This design comes from an exercise in tuning for small area, a short achievable clock period and few clock cycles per item on the open sky130 flow, not from production work. RTL that was checked went through simulation tests only; none was proved equivalent to the original.

==> v17: inputs <==
==> flow/design.v <==
`timescale 1ns / 1ps
module valid_ready_FF #(
    parameter DATA_WIDTH = 128
)
(
    input clk,
    input reset,
    input                   i_valid,
    output                  i_ready,
    input  [DATA_WIDTH-1:0] i_data,
    output reg                  o_valid,
    input                       o_ready,
    output reg [DATA_WIDTH-1:0] o_data
);
    assign i_ready = o_ready | ~o_valid;
    always @(posedge clk) begin
        if(reset) begin
            o_valid <= 1'b0;
            o_data  <= 'd0;
        end
        else if(i_ready) begin
            o_valid <= i_valid;
            o_data  <= i_data;
        end
    end
endmodule
`timescale 1ns / 1ps
`timescale 1ns / 1ps
module dct_4x4_core (
    input          clk,
    input          reset,
    input          i_valid,
    output         i_ready,
    input  [255:0] i_data,
    output         o_valid,
    input          o_ready,
    output [255:0] o_data
);
    reg  [2:1] v;
    wire en = o_ready | ~v[2];
    assign i_ready = en;
    assign o_valid = v[2];
    always @(posedge clk) begin
        if (reset)
            v <= 2'd0;
        else if (en)
            v <= {v[1:1], i_valid};
    end
    wire signed [8:0] x00 = {1'b0, i_data[240 +: 8]};
    wire signed [8:0] x01 = {1'b0, i_data[224 +: 8]};
    wire signed [8:0] x02 = {1'b0, i_data[208 +: 8]};
    wire signed [8:0] x03 = {1'b0, i_data[192 +: 8]};
    wire signed [8:0] x10 = {1'b0, i_data[176 +: 8]};
    wire signed [8:0] x11 = {1'b0, i_data[160 +: 8]};
    wire signed [8:0] x12 = {1'b0, i_data[144 +: 8]};
    wire signed [8:0] x13 = {1'b0, i_data[128 +: 8]};
    wire signed [8:0] x20 = {1'b0, i_data[112 +: 8]};
    wire signed [8:0] x21 = {1'b0, i_data[96 +: 8]};
    wire signed [8:0] x22 = {1'b0, i_data[80 +: 8]};
    wire signed [8:0] x23 = {1'b0, i_data[64 +: 8]};
    wire signed [8:0] x30 = {1'b0, i_data[48 +: 8]};
    wire signed [8:0] x31 = {1'b0, i_data[32 +: 8]};
    wire signed [8:0] x32 = {1'b0, i_data[16 +: 8]};
    wire signed [8:0] x33 = {1'b0, i_data[0 +: 8]};
    wire signed [9:0] s03_0 = x00 + x30;
    wire signed [9:0] s12_0 = x10 + x20;
    wire signed [8:0] d03_0 = x00 - x30;
    wire signed [8:0] d12_0 = x10 - x20;
    wire signed [9:0] s03_1 = x01 + x31;
    wire signed [9:0] s12_1 = x11 + x21;
    wire signed [8:0] d03_1 = x01 - x31;
    wire signed [8:0] d12_1 = x11 - x21;
    wire signed [9:0] s03_2 = x02 + x32;
    wire signed [9:0] s12_2 = x12 + x22;
    wire signed [8:0] d03_2 = x02 - x32;
    wire signed [8:0] d12_2 = x12 - x22;
    wire signed [9:0] s03_3 = x03 + x33;
    wire signed [9:0] s12_3 = x13 + x23;
    wire signed [8:0] d03_3 = x03 - x33;
    wire signed [8:0] d12_3 = x13 - x23;
    wire signed [10:0] r00 = s03_0 + s12_0;
    wire signed [9:0] r20 = s03_0 - s12_0;
    wire signed [10:0] r10 = (d03_0 <<< 1) + d12_0;
    wire signed [10:0] r30 = d03_0 - (d12_0 <<< 1);
    wire signed [10:0] r01 = s03_1 + s12_1;
    wire signed [9:0] r21 = s03_1 - s12_1;
    wire signed [10:0] r11 = (d03_1 <<< 1) + d12_1;
    wire signed [10:0] r31 = d03_1 - (d12_1 <<< 1);
    wire signed [10:0] r02 = s03_2 + s12_2;
    wire signed [9:0] r22 = s03_2 - s12_2;
    wire signed [10:0] r12 = (d03_2 <<< 1) + d12_2;
    wire signed [10:0] r32 = d03_2 - (d12_2 <<< 1);
    wire signed [10:0] r03 = s03_3 + s12_3;
    wire signed [9:0] r23 = s03_3 - s12_3;
    wire signed [10:0] r13 = (d03_3 <<< 1) + d12_3;
    wire signed [10:0] r33 = d03_3 - (d12_3 <<< 1);
    reg [9:0] r00_q;
    always @(posedge clk) if (en) r00_q <= r00[9:0];
    wire signed [10:0] r00_r = {1'b0, r00_q};
    reg signed [9:0] r20_q;
    always @(posedge clk) if (en) r20_q <= r20;
    wire signed [9:0] r20_r = r20_q;
    reg signed [10:0] r10_q;
    always @(posedge clk) if (en) r10_q <= r10;
    wire signed [10:0] r10_r = r10_q;
    reg signed [10:0] r30_q;
    always @(posedge clk) if (en) r30_q <= r30;
    wire signed [10:0] r30_r = r30_q;
    reg [9:0] r01_q;
    always @(posedge clk) if (en) r01_q <= r01[9:0];
    wire signed [10:0] r01_r = {1'b0, r01_q};
    reg signed [9:0] r21_q;
    always @(posedge clk) if (en) r21_q <= r21;
    wire signed [9:0] r21_r = r21_q;
    reg signed [10:0] r11_q;
    always @(posedge clk) if (en) r11_q <= r11;
    wire signed [10:0] r11_r = r11_q;
    reg signed [10:0] r31_q;
    always @(posedge clk) if (en) r31_q <= r31;
    wire signed [10:0] r31_r = r31_q;
    reg [9:0] r02_q;
    always @(posedge clk) if (en) r02_q <= r02[9:0];
    wire signed [10:0] r02_r = {1'b0, r02_q};
    reg signed [9:0] r22_q;
    always @(posedge clk) if (en) r22_q <= r22;
    wire signed [9:0] r22_r = r22_q;
    reg signed [10:0] r12_q;
    always @(posedge clk) if (en) r12_q <= r12;
    wire signed [10:0] r12_r = r12_q;
    reg signed [10:0] r32_q;
    always @(posedge clk) if (en) r32_q <= r32;
    wire signed [10:0] r32_r = r32_q;
    reg [9:0] r03_q;
    always @(posedge clk) if (en) r03_q <= r03[9:0];
    wire signed [10:0] r03_r = {1'b0, r03_q};
    reg signed [9:0] r23_q;
    always @(posedge clk) if (en) r23_q <= r23;
    wire signed [9:0] r23_r = r23_q;
    reg signed [10:0] r13_q;
    always @(posedge clk) if (en) r13_q <= r13;
    wire signed [10:0] r13_r = r13_q;
    reg signed [10:0] r33_q;
    always @(posedge clk) if (en) r33_q <= r33;
    wire signed [10:0] r33_r = r33_q;
    wire signed [11:0] S03_0 = r00_r + r03_r;
    wire signed [11:0] S12_0 = r01_r + r02_r;
    wire signed [10:0] D03_0 = r00_r - r03_r;
    wire signed [10:0] D12_0 = r01_r - r02_r;
    wire signed [11:0] S03_1 = r10_r + r13_r;
    wire signed [11:0] S12_1 = r11_r + r12_r;
    wire signed [11:0] D03_1 = r10_r - r13_r;
    wire signed [11:0] D12_1 = r11_r - r12_r;
    wire signed [10:0] S03_2 = r20_r + r23_r;
    wire signed [10:0] S12_2 = r21_r + r22_r;
    wire signed [10:0] D03_2 = r20_r - r23_r;
    wire signed [10:0] D12_2 = r21_r - r22_r;
    wire signed [11:0] S03_3 = r30_r + r33_r;
    wire signed [11:0] S12_3 = r31_r + r32_r;
    wire signed [11:0] D03_3 = r30_r - r33_r;
    wire signed [11:0] D12_3 = r31_r - r32_r;
    wire signed [12:0] z00 = S03_0 + S12_0;
    wire signed [11:0] z02 = S03_0 - S12_0;
    wire signed [12:0] z01 = (D03_0 <<< 1) + D12_0;
    wire signed [12:0] z03 = D03_0 - (D12_0 <<< 1);
    wire signed [12:0] z10 = S03_1 + S12_1;
    wire signed [12:0] z12 = S03_1 - S12_1;
    wire signed [13:0] z11 = (D03_1 <<< 1) + D12_1;
    wire signed [13:0] z13 = D03_1 - (D12_1 <<< 1);
    wire signed [11:0] z20 = S03_2 + S12_2;
    wire signed [11:0] z22 = S03_2 - S12_2;
    wire signed [12:0] z21 = (D03_2 <<< 1) + D12_2;
    wire signed [12:0] z23 = D03_2 - (D12_2 <<< 1);
    wire signed [12:0] z30 = S03_3 + S12_3;
    wire signed [12:0] z32 = S03_3 - S12_3;
    wire signed [13:0] z31 = (D03_3 <<< 1) + D12_3;
    wire signed [13:0] z33 = D03_3 - (D12_3 <<< 1);
    reg [11:0] z00_q;
    always @(posedge clk) if (en) z00_q <= z00[11:0];
    wire signed [12:0] z00_r = {1'b0, z00_q};
    reg signed [11:0] z02_q;
    always @(posedge clk) if (en) z02_q <= z02;
    wire signed [11:0] z02_r = z02_q;
    reg signed [12:0] z01_q;
    always @(posedge clk) if (en) z01_q <= z01;
    wire signed [12:0] z01_r = z01_q;
    reg signed [12:0] z03_q;
    always @(posedge clk) if (en) z03_q <= z03;
    wire signed [12:0] z03_r = z03_q;
    reg signed [12:0] z10_q;
    always @(posedge clk) if (en) z10_q <= z10;
    wire signed [12:0] z10_r = z10_q;
    reg signed [12:0] z12_q;
    always @(posedge clk) if (en) z12_q <= z12;
    wire signed [12:0] z12_r = z12_q;
    reg signed [13:0] z11_q;
    always @(posedge clk) if (en) z11_q <= z11;
    wire signed [13:0] z11_r = z11_q;
    reg signed [13:0] z13_q;
    always @(posedge clk) if (en) z13_q <= z13;
    wire signed [13:0] z13_r = z13_q;
    reg signed [11:0] z20_q;
    always @(posedge clk) if (en) z20_q <= z20;
    wire signed [11:0] z20_r = z20_q;
    reg signed [11:0] z22_q;
    always @(posedge clk) if (en) z22_q <= z22;
    wire signed [11:0] z22_r = z22_q;
    reg signed [12:0] z21_q;
    always @(posedge clk) if (en) z21_q <= z21;
    wire signed [12:0] z21_r = z21_q;
    reg signed [12:0] z23_q;
    always @(posedge clk) if (en) z23_q <= z23;
    wire signed [12:0] z23_r = z23_q;
    reg signed [12:0] z30_q;
    always @(posedge clk) if (en) z30_q <= z30;
    wire signed [12:0] z30_r = z30_q;
    reg signed [12:0] z32_q;
    always @(posedge clk) if (en) z32_q <= z32;
    wire signed [12:0] z32_r = z32_q;
    reg signed [13:0] z31_q;
    always @(posedge clk) if (en) z31_q <= z31;
    wire signed [13:0] z31_r = z31_q;
    reg signed [13:0] z33_q;
    always @(posedge clk) if (en) z33_q <= z33;
    wire signed [13:0] z33_r = z33_q;
    wire signed [15:0] y00 = z00_r <<< 2;
    wire signed [15:0] y01_t = (z01_r <<< 2) + z01_r;
    wire signed [14:0] y01 = y01_t >>> 1;
    wire signed [14:0] y02 = z02_r <<< 2;
    wire signed [15:0] y03_t = (z03_r <<< 2) + z03_r;
    wire signed [14:0] y03 = y03_t >>> 1;
    wire signed [15:0] y10_t = (z10_r <<< 2) + z10_r;
    wire signed [14:0] y10 = y10_t >>> 1;
    wire signed [15:0] y11_t = (z11_r <<< 1) + z11_r;
    wire signed [14:0] y11 = y11_t >>> 1;
    wire signed [15:0] y12_t = (z12_r <<< 2) + z12_r;
    wire signed [14:0] y12 = y12_t >>> 1;
    wire signed [15:0] y13_t = (z13_r <<< 1) + z13_r;
    wire signed [14:0] y13 = y13_t >>> 1;
    wire signed [14:0] y20 = z20_r <<< 2;
    wire signed [15:0] y21_t = (z21_r <<< 2) + z21_r;
    wire signed [14:0] y21 = y21_t >>> 1;
    wire signed [14:0] y22 = z22_r <<< 2;
    wire signed [15:0] y23_t = (z23_r <<< 2) + z23_r;
    wire signed [14:0] y23 = y23_t >>> 1;
    wire signed [15:0] y30_t = (z30_r <<< 2) + z30_r;
    wire signed [14:0] y30 = y30_t >>> 1;
    wire signed [15:0] y31_t = (z31_r <<< 1) + z31_r;
    wire signed [14:0] y31 = y31_t >>> 1;
    wire signed [15:0] y32_t = (z32_r <<< 2) + z32_r;
    wire signed [14:0] y32 = y32_t >>> 1;
    wire signed [15:0] y33_t = (z33_r <<< 1) + z33_r;
    wire signed [14:0] y33 = y33_t >>> 1;
    assign o_data[240 +: 16] = y00;
    assign o_data[224 +: 16] = y01;
    assign o_data[208 +: 16] = y02;
    assign o_data[192 +: 16] = y03;
    assign o_data[176 +: 16] = y10;
    assign o_data[160 +: 16] = y11;
    assign o_data[144 +: 16] = y12;
    assign o_data[128 +: 16] = y13;
    assign o_data[112 +: 16] = y20;
    assign o_data[96 +: 16] = y21;
    assign o_data[80 +: 16] = y22;
    assign o_data[64 +: 16] = y23;
    assign o_data[48 +: 16] = y30;
    assign o_data[32 +: 16] = y31;
    assign o_data[16 +: 16] = y32;
    assign o_data[0 +: 16] = y33;
endmodule
==> flow/flow/run.sh <==
#!/bin/bash
# Layout flow: the standard ORFS flow, with one synthesis change: Yosys's
# full-adder extraction (extract_fa + ADDER_MAP_FILE techmap) is skipped, so
# that ABC maps the adders' logic itself.  Everything else (synth_recipe.tcl,
# flow settings, floorplan, CTS, routing) is standard.sh unchanged.
set -euo pipefail
bash standard.sh ADDER_MAP_FILE= synth > synth.log 2>&1
bash standard.sh > layout.log 2>&1
==> flow/standard.sh <==
#!/bin/bash
# synth_recipe.tcl (not shown) runs the flow's synth.tcl, then flattens the netlist and writes it again
# the make line also repeats each setting of config.mk as NAME=value (left out here)
make -C /OpenROAD-flow-scripts/flow DESIGN_CONFIG=/design/flow/config.mk WORK_HOME=/design/flow/orfs CLKGATE_MAP_FILE= SYNTH_SCRIPT=/design/flow/synth_recipe.tcl "${@:-finish}"
==> flow/config.mk <==
export PLATFORM = sky130hd
export DESIGN_NAME = dct_4x4_core
export DESIGN_NICKNAME = dct_4x4_core
export VERILOG_FILES = /design/flow/design.v
export SDC_FILE = /design/flow/constraint.sdc
export NUM_CORES = 4
export LEC_CHECK = 0
export CAP_MARGIN = 20
export CORE_MARGIN = 2
export CORE_UTILIZATION = 40
export PLACE_DENSITY = 0.6
export SETUP_SLACK_MARGIN = 0.8
export SLEW_MARGIN = 20
==> flow/constraint.sdc <==
create_clock -name core_clock -period 5.0 [get_ports {clk}]
set_input_delay 1.0000 -clock core_clock [delete_from_list [all_inputs] [get_ports {clk}]]
set_output_delay 1.0000 -clock core_clock [all_outputs]
set_load 0.01 [all_outputs]
==> inputs of v6, as changes to v17 <==
--- a/flow/design.v
+++ b/flow/design.v
@@ -36,15 +36,15 @@
     input          o_ready,
     output [255:0] o_data
 );
-    reg  [2:1] v;
-    wire en = o_ready | ~v[2];
+    reg  [3:1] v;
+    wire en = o_ready | ~v[3];
     assign i_ready = en;
-    assign o_valid = v[2];
+    assign o_valid = v[3];
     always @(posedge clk) begin
         if (reset)
-            v <= 2'd0;
+            v <= 3'd0;
         else if (en)
-            v <= {v[1:1], i_valid};
+            v <= {v[2:1], i_valid};
     end
     wire signed [8:0] x00 = {1'b0, i_data[240 +: 8]};
     wire signed [8:0] x01 = {1'b0, i_data[224 +: 8]};
@@ -250,20 +250,68 @@
     wire signed [14:0] y32 = y32_t >>> 1;
     wire signed [15:0] y33_t = (z33_r <<< 1) + z33_r;
     wire signed [14:0] y33 = y33_t >>> 1;
-    assign o_data[240 +: 16] = y00;
-    assign o_data[224 +: 16] = y01;
-    assign o_data[208 +: 16] = y02;
-    assign o_data[192 +: 16] = y03;
-    assign o_data[176 +: 16] = y10;
-    assign o_data[160 +: 16] = y11;
-    assign o_data[144 +: 16] = y12;
-    assign o_data[128 +: 16] = y13;
-    assign o_data[112 +: 16] = y20;
-    assign o_data[96 +: 16] = y21;
-    assign o_data[80 +: 16] = y22;
-    assign o_data[64 +: 16] = y23;
-    assign o_data[48 +: 16] = y30;
-    assign o_data[32 +: 16] = y31;
-    assign o_data[16 +: 16] = y32;
-    assign o_data[0 +: 16] = y33;
+    reg [13:0] y00_q;
+    always @(posedge clk) if (en) y00_q <= y00[13:0];
+    wire signed [14:0] y00_r = {1'b0, y00_q};
+    reg signed [13:0] y01_q;
+    always @(posedge clk) if (en) y01_q <= y01;
+    wire signed [13:0] y01_r = y01_q;
+    reg signed [13:0] y02_q;
+    always @(posedge clk) if (en) y02_q <= y02;
+    wire signed [13:0] y02_r = y02_q;
+    reg signed [13:0] y03_q;
+    always @(posedge clk) if (en) y03_q <= y03;
+    wire signed [13:0] y03_r = y03_q;
+    reg signed [13:0] y10_q;
+    always @(posedge clk) if (en) y10_q <= y10;
+    wire signed [13:0] y10_r = y10_q;
+    reg signed [13:0] y11_q;
+    always @(posedge clk) if (en) y11_q <= y11;
+    wire signed [13:0] y11_r = y11_q;
+    reg signed [13:0] y12_q;
+    always @(posedge clk) if (en) y12_q <= y12;
+    wire signed [13:0] y12_r = y12_q;
+    reg signed [13:0] y13_q;
+    always @(posedge clk) if (en) y13_q <= y13;
+    wire signed [13:0] y13_r = y13_q;
+    reg signed [13:0] y20_q;
+    always @(posedge clk) if (en) y20_q <= y20;
+    wire signed [13:0] y20_r = y20_q;
+    reg signed [13:0] y21_q;
+    always @(posedge clk) if (en) y21_q <= y21;
+    wire signed [13:0] y21_r = y21_q;
+    reg signed [13:0] y22_q;
+    always @(posedge clk) if (en) y22_q <= y22;
+    wire signed [13:0] y22_r = y22_q;
+    reg signed [13:0] y23_q;
+    always @(posedge clk) if (en) y23_q <= y23;
+    wire signed [13:0] y23_r = y23_q;
+    reg signed [13:0] y30_q;
+    always @(posedge clk) if (en) y30_q <= y30;
+    wire signed [13:0] y30_r = y30_q;
+    reg signed [13:0] y31_q;
+    always @(posedge clk) if (en) y31_q <= y31;
+    wire signed [13:0] y31_r = y31_q;
+    reg signed [13:0] y32_q;
+    always @(posedge clk) if (en) y32_q <= y32;
+    wire signed [13:0] y32_r = y32_q;
+    reg signed [13:0] y33_q;
+    always @(posedge clk) if (en) y33_q <= y33;
+    wire signed [13:0] y33_r = y33_q;
+    assign o_data[240 +: 16] = y00_r;
+    assign o_data[224 +: 16] = y01_r;
+    assign o_data[208 +: 16] = y02_r;
+    assign o_data[192 +: 16] = y03_r;
+    assign o_data[176 +: 16] = y10_r;
+    assign o_data[160 +: 16] = y11_r;
+    assign o_data[144 +: 16] = y12_r;
+    assign o_data[128 +: 16] = y13_r;
+    assign o_data[112 +: 16] = y20_r;
+    assign o_data[96 +: 16] = y21_r;
+    assign o_data[80 +: 16] = y22_r;
+    assign o_data[64 +: 16] = y23_r;
+    assign o_data[48 +: 16] = y30_r;
+    assign o_data[32 +: 16] = y31_r;
+    assign o_data[16 +: 16] = y32_r;
+    assign o_data[0 +: 16] = y33_r;
 endmodule
==> flow/run.sh (new file) <==
#!/bin/bash
# synth_recipe.tcl (not shown) runs the flow's synth.tcl, then flattens the netlist and writes it again
# the make line also repeats each setting of config.mk as NAME=value (left out here)
make -C /OpenROAD-flow-scripts/flow DESIGN_CONFIG=/design/flow/config.mk WORK_HOME=/design/flow/orfs CLKGATE_MAP_FILE= SYNTH_SCRIPT=/design/flow/synth_recipe.tcl finish
removed: flow/flow/run.sh
removed: flow/standard.sh
==> inputs of v4, as changes to v17 <==
==> flow/run.sh (new file) <==
#!/bin/bash
# synth_recipe.tcl (not shown) runs the flow's synth.tcl, then flattens the netlist and writes it again
# the make line also repeats each setting of config.mk as NAME=value (left out here)
make -C /OpenROAD-flow-scripts/flow DESIGN_CONFIG=/design/flow/config.mk WORK_HOME=/design/flow/orfs CLKGATE_MAP_FILE= SYNTH_SCRIPT=/design/flow/synth_recipe.tcl finish
--- a/flow/config.mk
+++ b/flow/config.mk
@@ -11,3 +11,4 @@
 export PLACE_DENSITY = 0.6
 export SETUP_SLACK_MARGIN = 0.8
 export SLEW_MARGIN = 20
+export TNS_END_PERCENT = 10
removed: flow/flow/run.sh
removed: flow/standard.sh
==> comparison <==
- Between v17 and v6, the lower critical path depth is in v17 (gap 4).
- The lowest worst hold slack belongs to v6, the highest to v17.
- Between v17 and v4, the lower via count is in v17 (gap 5.1%, measured against v4).
- In v17 the clock skew is lower than in v4, by 0.0088 ns.
- In v6 the global-route usage is lower than in v4, by 0.49 points.
- Maximum frequency, highest first: v6, v4, v17.
- Flip-flop and latch count: v6 is higher than v17 (214).
- The lowest sequential share of layout area belongs to v17, the highest to v6.
- Final area, highest first: v6, v17, v4.
- The highest wire length belongs to v6, the lowest to v17.
==> figures <==
quantity	v4	v6	v17
Mapped cell area	42140 um2	47850 um2	36170 um2
Status	timing/DRC/antenna clean	timing/DRC/antenna clean	timing/DRC/antenna clean
Vias after detailed routing	31470	33550	29870
Critical-path cell with the highest stage delay	clkdlybuf4s50_1	clkdlybuf4s50_1	edfxtp_1
Req. time, crit path	4.00 ns	5.39 ns	4.00 ns
Tightest hold margin	0.4480 ns	0.4176 ns	0.4566 ns
Post-synthesis sequential area ratio	0.2611	0.3640	0.3041
H-tree depth	2	3	2
Total routed wire length on the met1 layer	52510 um	57930 um	47240 um
Overall routed net length	106100 um	115000 um	105400 um
Post-Layout Cell Count	6328	6756	5907
Clock network area share	0.03223	0.04386	0.03103
Category of the worst setup path capture point	output port	flop	output port
Crit path buffers/inverters	1	3	1
Cells after Synth	4609	4722	3974
Crit Path Max Fanout	3	3	5
Met3 track demand over resource in global routing	0.02358	0.02913	0.04068
Area after DPL	46420 um2	53220 um2	41810 um2
Critical Path Start	z12_q[1]	i_data[112]	z12_q[4]
Share of post-route cells with drive strength above 1	0.04888	0.03880	0.3060
Chip Height	328.6 um	349.9 um	304.7 um
Worst r2r dst	z12_q[11]	z12_q[11]	z00_q[11]
Testbench counts of v17, summed over its fixed seeds: cycles 2,064, items 2,048.
Testbench counts of v4, summed over its fixed seeds: cycles 2,064, items 2,048.
For v6, only the layout was checked, not whether the RTL still works.

[port drivers added, routing unchanged]
How much do the figures lean on ideal ports? The routed layouts below were timed once more, with nothing changed but the port constraints.
Step 1: set_driving_cell puts a clkbuf_16 on clk and a buf_2 on each other input, an assumption about the parent block.
Step 2 also shifts input and output timing later by t, the mid clock arrival at the registers, as if the neighbouring blocks saw the same clock.
Three values: ideal, step 1, step 2; two values: the first two.
run | shift t [ns] | slack for setup (ns) | hold WS [ns] | worst setup path after step 2 | pins driven straight from the clock port
v17 | 0.646 | 0.289 / 0.220 / 0.227 | 0.457 / 0.457 / 0.457 | input to register | 1
v6 | 0.702 | 0.999 / 1.012 / 0.342 | 0.418 / 0.418 / 0.418 | input to register | 1
v4 | 0.649 | 0.584 / 0.521 / 0.217 | 0.448 / 0.448 / 0.448 | input to register | 1
After both steps every run listed still meets setup and hold. For v6, which loses most, drivers alone change the setup slack by +0.013 ns; drivers and shift together by -0.657 ns.
